Source: an optimization exercise on an open RTL-to-GDS flow (aim: a short achievable clock period and few clock cycles). Production flows keep margins and buffers that such runs may drop.
The RTL was checked by simulation tests, not by an equivalence proof against the original design.
Power figures rest on the tool's default switching activity, not on a simulated workload.

==> inputs of build 56 <==
==> flow/design.v (excerpt) <==
module main(clk, rst, mem_rdata, mem_addr, mem_wdata, mem_we);
clock: 5.5 ns
lec_check: 0
abc_clock_period_in_ps: 1800
cap_margin: 20
core_margin: 2
core_utilization: 40
gpl_timing_driven: 1
setup_slack_margin: 3.6
slew_margin: 20
tns_end_percent: 100
run.sh (not shown) runs the stock make flow with config.mk's settings and CLKGATE_MAP_FILE= SYNTH_SCRIPT=/design/flow/synth_recipe.tcl, a recipe that flattens the netlist after the stock synthesis.
==> trial 74 (differences from build 56) <==
--- a/flow/design.v
+++ b/flow/design.v
@@ -19,31 +19,38 @@
 	reg fz, fc;
 	reg [7:0] res_q;                   
 	reg [2:0] res_wa;
 	reg res_we;
 	reg dv;
 	reg [15:0] ir;
+	reg [7:0] d_fa1, e_fa1;             
+	reg [7:0] d_fa2_q;                 
+	reg [7:0] oh_n, oh_d, oh_m;        
+	reg [7:0] ext_q;                   
 	reg [7:0] d_fa;
 	reg d_pred;
 	reg mE_n, mE_d, mE_m, mR_n, mR_d, mR_m;
+	reg q_selA_rd, q_selA_0, q_sub, q_mem, q_br, q_aimm, q_bA, q_bB;
 	reg v;
 	reg [7:0] e_fa;
 	reg e_wr, e_setf, e_arith, e_sub, e_and, e_or, e_xor, e_shf, e_passb;
 	reg e_ld, e_st, e_bc, e_pred;
 	reg [1:0] e_cc;
 	reg [2:0] e_rd;
 	reg [7:0] e_alt;
 	reg [5:0] e_off;
 	reg [7:0] opA, opB, opS;
 	reg [2:0] iA, iB, iS;
 	reg uA, uB, uS;
-	reg [2:0] ramt;
+	reg [7:0] rsel;
 	reg [7:0] smask;
-	wire [7:0] addr = a_selm ? a_m : a_oth;
+	reg [7:0] am_o, ao_o;
+	wire [7:0] addr = am_o | ao_o;
 	wire [7:0] fpc = fpc_selm ? fpc_m : fpc_oth;
-	assign mem_addr = addr;
+	reg [7:0] addr_o;                  
+	assign mem_addr = addr_o;
 	assign mem_wdata = wdata_q;
 	assign mem_we = we_q;
 	wire adv = ~(k_ld | k_st);
 	wire exec = v & adv & ~smc_q;
 	wire [7:0] A = opA;
 	wire [7:0] B = opB;
@@ -52,15 +59,20 @@
 	wire co;
 	cla8 alu_add(.a(A), .b(B), .cin(e_sub), .s(sum[7:0]), .co(co));
 	assign sum[8] = co;
 	wire [7:0] mar = sum[7:0];
 	wire [7:0] cz = {A[6:0] | B[6:0], e_sub};
 	wire z_add = &(~((A ^ cz) ^ B));
-	wire [7:0] rot1 = ramt[0] ? {A[6:0], A[7]} : A;
-	wire [7:0] rot2 = ramt[1] ? {rot1[5:0], rot1[7:6]} : rot1;
-	wire [7:0] rot4 = ramt[2] ? {rot2[3:0], rot2[7:4]} : rot2;
+	reg [7:0] rot4;
+	integer ri, rj;
+	always @(*)
+		for (ri = 0; ri < 8; ri = ri + 1) begin
+			rot4[ri] = 1'b0;
+			for (rj = 0; rj < 8; rj = rj + 1)
+				rot4[ri] = rot4[ri] | (rsel[rj] & A[(ri - rj + 8) % 8]);
+		end
 	wire [7:0] r_oth = ({8{e_and}} & (A & B)) | ({8{e_or}} & (A | B)) | ({8{e_xor}} & (A ^ B)) |
 	                   ({8{e_shf}} & rot4 & smask) | ({8{e_passb}} & B);
 	wire [7:0] result = e_arith ? sum[7:0] : r_oth;
 	wire z_new = e_arith ? z_add : ~|r_oth;
 	wire c_new = e_arith & (sum[8] ^ e_sub);
 	reg taken_e;
@@ -85,82 +97,136 @@
 	wire d_logic = d_alu1 & (I[13:11] <= 3'd2);
 	wire d_shift = d_alu1 & (I[13:11] >= 3'd3);
 	wire d_bl   = d_br & (I[13:12] == 2'b01);
 	wire d_bc   = d_br & (I[13:12] == 2'b11);
 	wire d_st   = d_mem & ~I[13];
 	wire d_wr   = (d_alu0 & ~d_cmp) | d_alu1 | d_bl;
-	wire [7:0] d_fa2 = {d_fa[7:1] + 7'd1, d_fa[0]};
+	wire [7:0] d_fa2 = d_fa2_q;
 	wire [7:0] d_target = {2'b00, I[5:0]};
-	wire [7:0] ext = {3'b000, I[4:0]} << I[7:5];
-	wire [7:0] rRn = mR_n ? res_q : rf[I[7:5]*8 +: 8];
-	wire [7:0] rRd = mR_d ? res_q : rf[I[10:8]*8 +: 8];
-	wire [7:0] rRm = mR_m ? res_q : rf[I[2:0]*8 +: 8];
+	wire [7:0] ext = ext_q;
+	function [7:0] rf_read;
+		input [7:0] oh;
+		input [63:0] r;
+		integer k;
+		begin
+			rf_read = 8'd0;
+			for (k = 0; k < 8; k = k + 1)
+				rf_read = rf_read | ({8{oh[k]}} & r[k*8 +: 8]);
+		end
+	endfunction
+	wire [7:0] rRn = mR_n ? res_q : rf_read(oh_n, rf);
+	wire [7:0] rRd = mR_d ? res_q : rf_read(oh_d, rf);
+	wire [7:0] rRm = mR_m ? res_q : rf_read(oh_m, rf);
 	wire [7:0] vRn = (exec & mE_n) ? result : rRn;
 	wire [7:0] vRd = (exec & mE_d) ? result : rRd;
 	wire [7:0] vRm = (exec & mE_m) ? result : rRm;
-	wire selA_rd = (d_alu0 & d_imm) | d_shift;
-	wire selA_0  = d_mem & I[12];
+	wire selA_rd = q_selA_rd;
+	wire selA_0  = q_selA_0;
 	wire [2:0] d_iA = selA_rd ? I[10:8] : I[7:5];
 	wire d_uA = (d_alu0 & ~d_mov) | d_alu1 | (d_mem & ~I[12]);
 	wire d_uB = (d_alu0 & ~d_imm) | d_logic;
 	wire d_uS = d_st;
-	wire [7:0] d_opA = selA_0 ? 8'd0 : (selA_rd ? vRd : vRn);
-	wire [7:0] d_opB0 = d_mem ? {2'b00, I[11], I[4:0]} :
-	                    d_br  ? d_fa2 :
-	                    (d_alu0 & d_imm) ? ext : vRm;
-	wire [7:0] d_opB = d_sub ? ~d_opB0 : d_opB0;
-	wire [7:0] d_opS = vRd;
+	wire bpA = exec & q_bA;
+	wire bpB = exec & q_bB;
+	wire bpS = exec & mE_d;
+	wire [7:0] rA = selA_rd ? rRd : rRn;
+	wire [7:0] oB0 = q_mem ? {2'b00, I[11], I[4:0]} :
+	                 q_br  ? d_fa2 :
+	                 q_aimm ? ext : rRm;
+	wire [7:0] oB = q_sub ? ~oB0 : oB0;
+	wire [7:0] d_opA = ({8{bpA & e_arith}} & sum[7:0]) | ({8{bpA & ~e_arith}} & r_oth) |
+	                   ({8{~bpA & ~selA_0}} & rA);
+	wire [7:0] d_opB = ({8{bpB & e_arith & ~q_sub}} & sum[7:0]) | ({8{bpB & e_arith & q_sub}} & ~sum[7:0]) |
+	                   ({8{bpB & ~e_arith & ~q_sub}} & r_oth) | ({8{bpB & ~e_arith & q_sub}} & ~r_oth) |
+	                   ({8{~bpB}} & oB);
+	wire [7:0] d_opS = ({8{bpS & e_arith}} & sum[7:0]) | ({8{bpS & ~e_arith}} & r_oth) | ({8{~bpS}} & rRd);
 	wire d_right = (I[13:11] == 3'b100) | (I[13:11] == 3'b110) | (I[13:11] == 3'b111);
 	wire d_rotop = (I[13:11] == 3'b011) | (I[13:11] == 3'b100);
 	wire [2:0] d_ramt = d_right ? (3'd0 - ext[2:0]) : ext[2:0];
 	wire d_zero = d_rotop ? (ext[7:4] != 4'd0) : (ext[7:3] != 5'd0);
 	wire d_full = d_rotop & ~ext[3] & (ext[7:4] == 4'd0);
 	wire [7:0] d_mask = d_zero ? 8'h00 : d_full ? 8'hFF :
 	                    d_right ? (8'hFF >> ext[2:0]) : (8'hFF << ext[2:0]);
 	wire [15:0] M = mem_rdata;
 	wire f_br = (M[15:14] == 2'b11);
 	wire f_bi = f_br & (M[13:12] == 2'b10);
 	wire f_bc = f_br & (M[13:12] == 2'b11);
-	wire f_pbne = f_bc & (M[11:10] == 2'b01);
+	wire f_pbne = f_bc & M[10];                         
 	wire f_jump = f_br & ~(M[13] & M[12] & ~f_pbne);    
+	function all_ones;
+		input [7:0] x;
+		input integer n;
+		integer j;
+		begin
+			all_ones = 1'b1;
+			for (j = n - 1; j >= 0; j = j - 1)
+				all_ones = all_ones & x[j];
+		end
+	endfunction
 	function [7:0] inc8;
 		input [7:0] x;
 		integer k;
 		begin
 			for (k = 0; k < 8; k = k + 1)
-				inc8[k] = x[k] ^ ((x & ((8'd1 << k) - 8'd1)) == ((8'd1 << k) - 8'd1));
+				inc8[k] = all_ones(x, k) ? ~x[k] : x[k];
 		end
 	endfunction
 	wire [7:0] a_oth2 = {inc8({1'b0, a_oth[7:1]}), a_oth[0]};
 	wire [7:0] a_m2 = {inc8({1'b0, a_m[7:1]}), a_m[0]};
 	wire [7:0] fa2 = a_selm ? a_m2 : a_oth2;
+	wire f_aimm = (M[15:14] == 2'b00) & M[11];
+	wire f_selA_rd = f_aimm | ((M[15:14] == 2'b01) & (M[13:11] >= 3'd3));
+	wire f_selA_0 = (M[15:14] == 2'b10) & M[12];
 	wire [7:0] m_a = {M[7:6] & {2{k_bip}}, M[5:0]};
 	wire own_selm = (k_fetch & f_jump) | k_bip;
 	wire [7:0] own_oth = k_fetch ? fa2 : fpc;
 	wire own_bip = k_fetch ? f_bi : (~k_bip & fpc_bip);
 	wire next_e_st = adv ? (dv & (ir[15:13] == 3'b100)) : (v & e_st);
-	wire hitE = v & ((a_oth == e_fa) | (a_oth == inc8(e_fa)));
-	wire hitD = dv & ((a_oth == d_fa) | (a_oth == inc8(d_fa)));
+	wire hitE = v & ((a_oth == e_fa) | (a_oth == e_fa1));
+	wire hitD = dv & ((a_oth == d_fa) | (a_oth == d_fa1));
 	wire [7:0] ld_data = mem_rdata[7:0];
-	integer i;
+	wire [7:0] n_oth_e = ~adv ? fpc :
+	                     smc_q ? smc_a :
+	                     mispred ? e_alt : own_oth;
+	wire n_selm = adv & ~smc_q & ~mispred & ~e_mem & own_selm;
 	always @(posedge clk) begin
 		if (rst) begin
-			k_fetch <= 1'b1; k_ld <= 1'b0; k_st <= 1'b0; k_bip <= 1'b0;
 			a_oth <= 8'd0;
 			a_selm <= 1'b0;
+			ao_o <= 8'd0;
+			am_o <= 8'd0;
+			addr_o <= 8'd0;
+		end else begin
+			a_oth <= e_mem ? mar : n_oth_e;
+			a_selm <= n_selm;
+			ao_o <= e_mem ? mar : (n_selm ? 8'd0 : n_oth_e);
+			am_o <= n_selm ? m_a : 8'd0;
+			addr_o <= e_mem ? mar : (n_selm ? m_a : n_oth_e);
+		end
+		wdata_q <= S;
+	end
+	integer i;
+	always @(posedge clk) begin
+		if (rst) begin
+			k_fetch <= 1'b1; k_ld <= 1'b0; k_st <= 1'b0; k_bip <= 1'b0;
 			smc_q <= 1'b0;
 			we_q <= 1'b0;
 			v <= 1'b0;
 			dv <= 1'b0;
 			fpc_bip <= 1'b0;
 			res_we <= 1'b0;
 			fz <= 1'b0; fc <= 1'b0;
 			rf <= {8'd0, 8'd6, 8'd5, 8'd4, 8'd3, 8'd2, 8'd1, 8'd0};
+			res_q <= 8'd0; res_wa <= 3'd0; e_fa <= 8'd0; e_fa1 <= 8'd0; d_fa1 <= 8'd0;
+			q_selA_rd <= 1'b0; q_selA_0 <= 1'b0; q_sub <= 1'b0; q_mem <= 1'b0; q_br <= 1'b0;
+			q_aimm <= 1'b0; q_bA <= 1'b0; q_bB <= 1'b0;
+			ir <= 16'd0; d_fa <= 8'd0; d_fa2_q <= 8'd0; ext_q <= 8'd0;
+			oh_n <= 8'd0; oh_d <= 8'd0; oh_m <= 8'd0;
 			opA <= 8'd0; opB <= 8'd0; opS <= 8'd0;
 			e_arith <= 1'b0; e_sub <= 1'b0; e_and <= 1'b0; e_or <= 1'b0; e_xor <= 1'b0; e_shf <= 1'b0; e_passb <= 1'b0;
-			ramt <= 3'd0; smask <= 8'd0;
+			rsel <= 8'd0; smask <= 8'd0;
 		end else begin
 			if (res_we) begin
 				for (i = 0; i < 8; i = i + 1)
 					if (res_wa == i) rf[i*8 +: 8] <= res_q;
 			end
 			res_we <= (exec & e_wr) | k_ld;
@@ -173,12 +239,13 @@
 			we_q <= 1'b0;
 			a_m <= m_a;
 			if (adv) begin
 				smc_q <= 1'b0;
 				v <= dv & ~mispred;
 				e_fa <= d_fa;
+				e_fa1 <= d_fa1;
 				e_wr <= d_wr;
 				e_setf <= d_alu0 | d_alu1;
 				e_arith <= (d_alu0 & ~d_mov) | d_mem;
 				e_sub <= d_sub;
 				e_and <= d_alu1 & (I[13:11] == 3'b000);
 				e_or  <= d_alu1 & (I[13:11] == 3'b001);
@@ -195,18 +262,32 @@
 				e_off <= {I[11], I[4:0]};
 				opA <= d_opA;
 				opB <= d_opB;
 				opS <= d_opS;
 				iA <= d_iA; iB <= I[2:0]; iS <= I[10:8];
 				uA <= d_uA; uB <= d_uB; uS <= d_uS;
-				ramt <= d_ramt;
+				rsel <= 8'd1 << d_ramt;
 				smask <= d_mask;
 				dv <= k_fetch & ~mispred;
 				ir <= M;
+				d_fa2_q <= fa2;
+				d_fa1 <= a_selm ? inc8(a_m) : inc8(a_oth);
+				oh_n <= 8'd1 << M[7:5];
+				oh_d <= 8'd1 << M[10:8];
+				oh_m <= 8'd1 << M[2:0];
+				ext_q <= {3'b000, M[4:0]} << M[7:5];
 				d_fa <= addr;
 				d_pred <= f_pbne;
+				q_selA_rd <= f_selA_rd;
+				q_selA_0 <= f_selA_0;
+				q_sub <= (M[15:14] == 2'b00) & (M[13:12] == 2'b01 || M[13:12] == 2'b10);
+				q_mem <= (M[15:14] == 2'b10);
+				q_br <= (M[15:14] == 2'b11);
+				q_aimm <= f_aimm;
+				q_bA <= d_wr & (I[10:8] == (f_selA_rd ? M[10:8] : M[7:5])) & ~f_selA_0;
+				q_bB <= d_wr & (I[10:8] == M[2:0]) & ~M[15] & ~f_aimm;
 				mE_n <= d_wr & (I[10:8] == M[7:5]);
 				mE_d <= d_wr & (I[10:8] == M[10:8]);
 				mE_m <= d_wr & (I[10:8] == M[2:0]);
 				mR_n <= exec & e_wr & (e_rd == M[7:5]);
 				mR_d <= exec & e_wr & (e_rd == M[10:8]);
 				mR_m <= exec & e_wr & (e_rd == M[2:0]);
@@ -214,29 +295,20 @@
 				fpc_m <= m_a;
 				fpc_selm <= own_selm;
 				fpc_bip <= own_bip;
 				if (smc_q) begin
 					v <= 1'b0;
 					dv <= 1'b0;
-					a_oth <= smc_a;
-					a_selm <= 1'b0;
 					k_fetch <= 1'b1; k_ld <= 1'b0; k_st <= 1'b0; k_bip <= 1'b0;
 				end else if (mispred) begin
-					a_oth <= e_alt;
-					a_selm <= 1'b0;
 					k_fetch <= 1'b1; k_ld <= 1'b0; k_st <= 1'b0; k_bip <= 1'b0;
 				end else if (e_mem) begin
-					a_oth <= mar;
-					a_selm <= 1'b0;
 					we_q <= e_st;
-					wdata_q <= S;
 					ld_rd <= e_rd;
 					k_fetch <= 1'b0; k_ld <= e_ld; k_st <= e_st; k_bip <= 1'b0;
 				end else begin
-					a_oth <= own_oth;
-					a_selm <= own_selm;
 					if (own_bip & next_e_st) begin
 						k_fetch <= 1'b0; k_ld <= 1'b0; k_st <= 1'b0; k_bip <= 1'b0;
 					end else begin
 						k_fetch <= ~own_bip; k_ld <= 1'b0; k_st <= 1'b0; k_bip <= own_bip;
 					end
 				end
@@ -246,16 +318,14 @@
 				mR_m <= k_ld & (ld_rd == ir[2:0]);
 				if (k_ld) begin
 					if (uA & (iA == ld_rd)) opA <= ld_data;
 					if (uB & (iB == ld_rd)) opB <= e_sub ? ~ld_data : ld_data;
 					if (uS & (iS == ld_rd)) opS <= ld_data;
 				end
-				a_selm <= 1'b0;
 				smc_q <= k_st & (hitE | hitD);
 				smc_a <= v ? e_fa : d_fa;       
-				a_oth <= fpc;
 				if (fpc_bip & next_e_st) begin
 					k_fetch <= 1'b0; k_ld <= 1'b0; k_st <= 1'b0; k_bip <= 1'b0;
 				end else begin
 					k_fetch <= ~fpc_bip; k_ld <= 1'b0; k_st <= 1'b0; k_bip <= fpc_bip;
 				end
 			end
--- a/flow/config.mk
+++ b/flow/config.mk
@@ -5,11 +5,11 @@
 export SDC_FILE = /design/flow/constraint.sdc
 export NUM_CORES = 4
 export LEC_CHECK = 0
 export ABC_CLOCK_PERIOD_IN_PS = 1800
 export CAP_MARGIN = 20
 export CORE_MARGIN = 2
-export CORE_UTILIZATION = 40
+export CORE_UTILIZATION = 30
 export GPL_TIMING_DRIVEN = 1
 export SETUP_SLACK_MARGIN = 3.6
 export SLEW_MARGIN = 20
 export TNS_END_PERCENT = 100
==> comparison table <==
Fin Hold WS: trial 74 0.365 ns; build 56 0.441 ns
Total number of cells along the worst setup path: trial 74 10; build 56 4
CTS-repair resized insts: trial 74 419; build 56 325
Result of the run: trial 74 timing/DRC/antenna clean; build 56 timing/DRC/antenna clean
Launching instance or port of the critical path: trial 74 opA[0]; build 56 a_selm
Bufs w/o clock: trial 74 216; build 56 224
Portion of the clock cycle consumed by the worst path in the final layout: trial 74 41.3%; build 56 49.1%
GR Util met1: trial 74 27.0%; build 56 36.9%
Total power density per cell area: trial 74 309 nW/um^2; build 56 284 nW/um^2
Final-layout clock buffer total: trial 74 52; build 56 33
Clock skew: trial 74 0.0218 ns; build 56 0.0234 ns
Vias: trial 74 16592; build 56 13203
Proportion of layout cells with a drive suffix above 1: trial 74 25.8%; build 56 35.3%
Category of the worst setup path capture point: trial 74 flip-flop; build 56 output pin
Wire length of the first global-routing pass: trial 74 98800 um; build 56 79700 um
Routed wire length on met3: trial 74 5450 um; build 56 4460 um
Power after layout: trial 74 7050 uW; build 56 5570 uW
Die X: trial 74 247 um; build 56 197 um
Testbench counts of build 56, summed over its fixed seeds: cycles 92,371.
Testbench counts of trial 74, summed over its fixed seeds: cycles 91,487.

separate check: timing with driven ports:
No port has a modelled driver above. Below, the same layouts with a new extraction and two added sets of constraints. Step 1, drivers: a clkbuf_16 drives clk and a buf_2 each remaining input, both assumed. Step 2 also shifts input and output timing later by t, the mid clock arrival at the registers, as if the neighbouring blocks saw the same clock. Three values: ideal, step 1, step 2; two values: the first two.
run | shift t [ns] | setup slack, ns | clock arrival spread, ns | worst data-port slew with drivers (ns)
build 56 | 0.617 | 2.800 / 2.748 / 2.780 | 0.023 / 0.024 | 0.04
trial 74 | 0.602 | 3.229 / 3.229 / 2.908 | 0.024 / 0.024 | 0.06
After both steps setup and hold are still met in every run listed. The setup slack of trial 74, which loses most, moves by 0.000 ns with the drivers and by -0.321 ns with both steps.
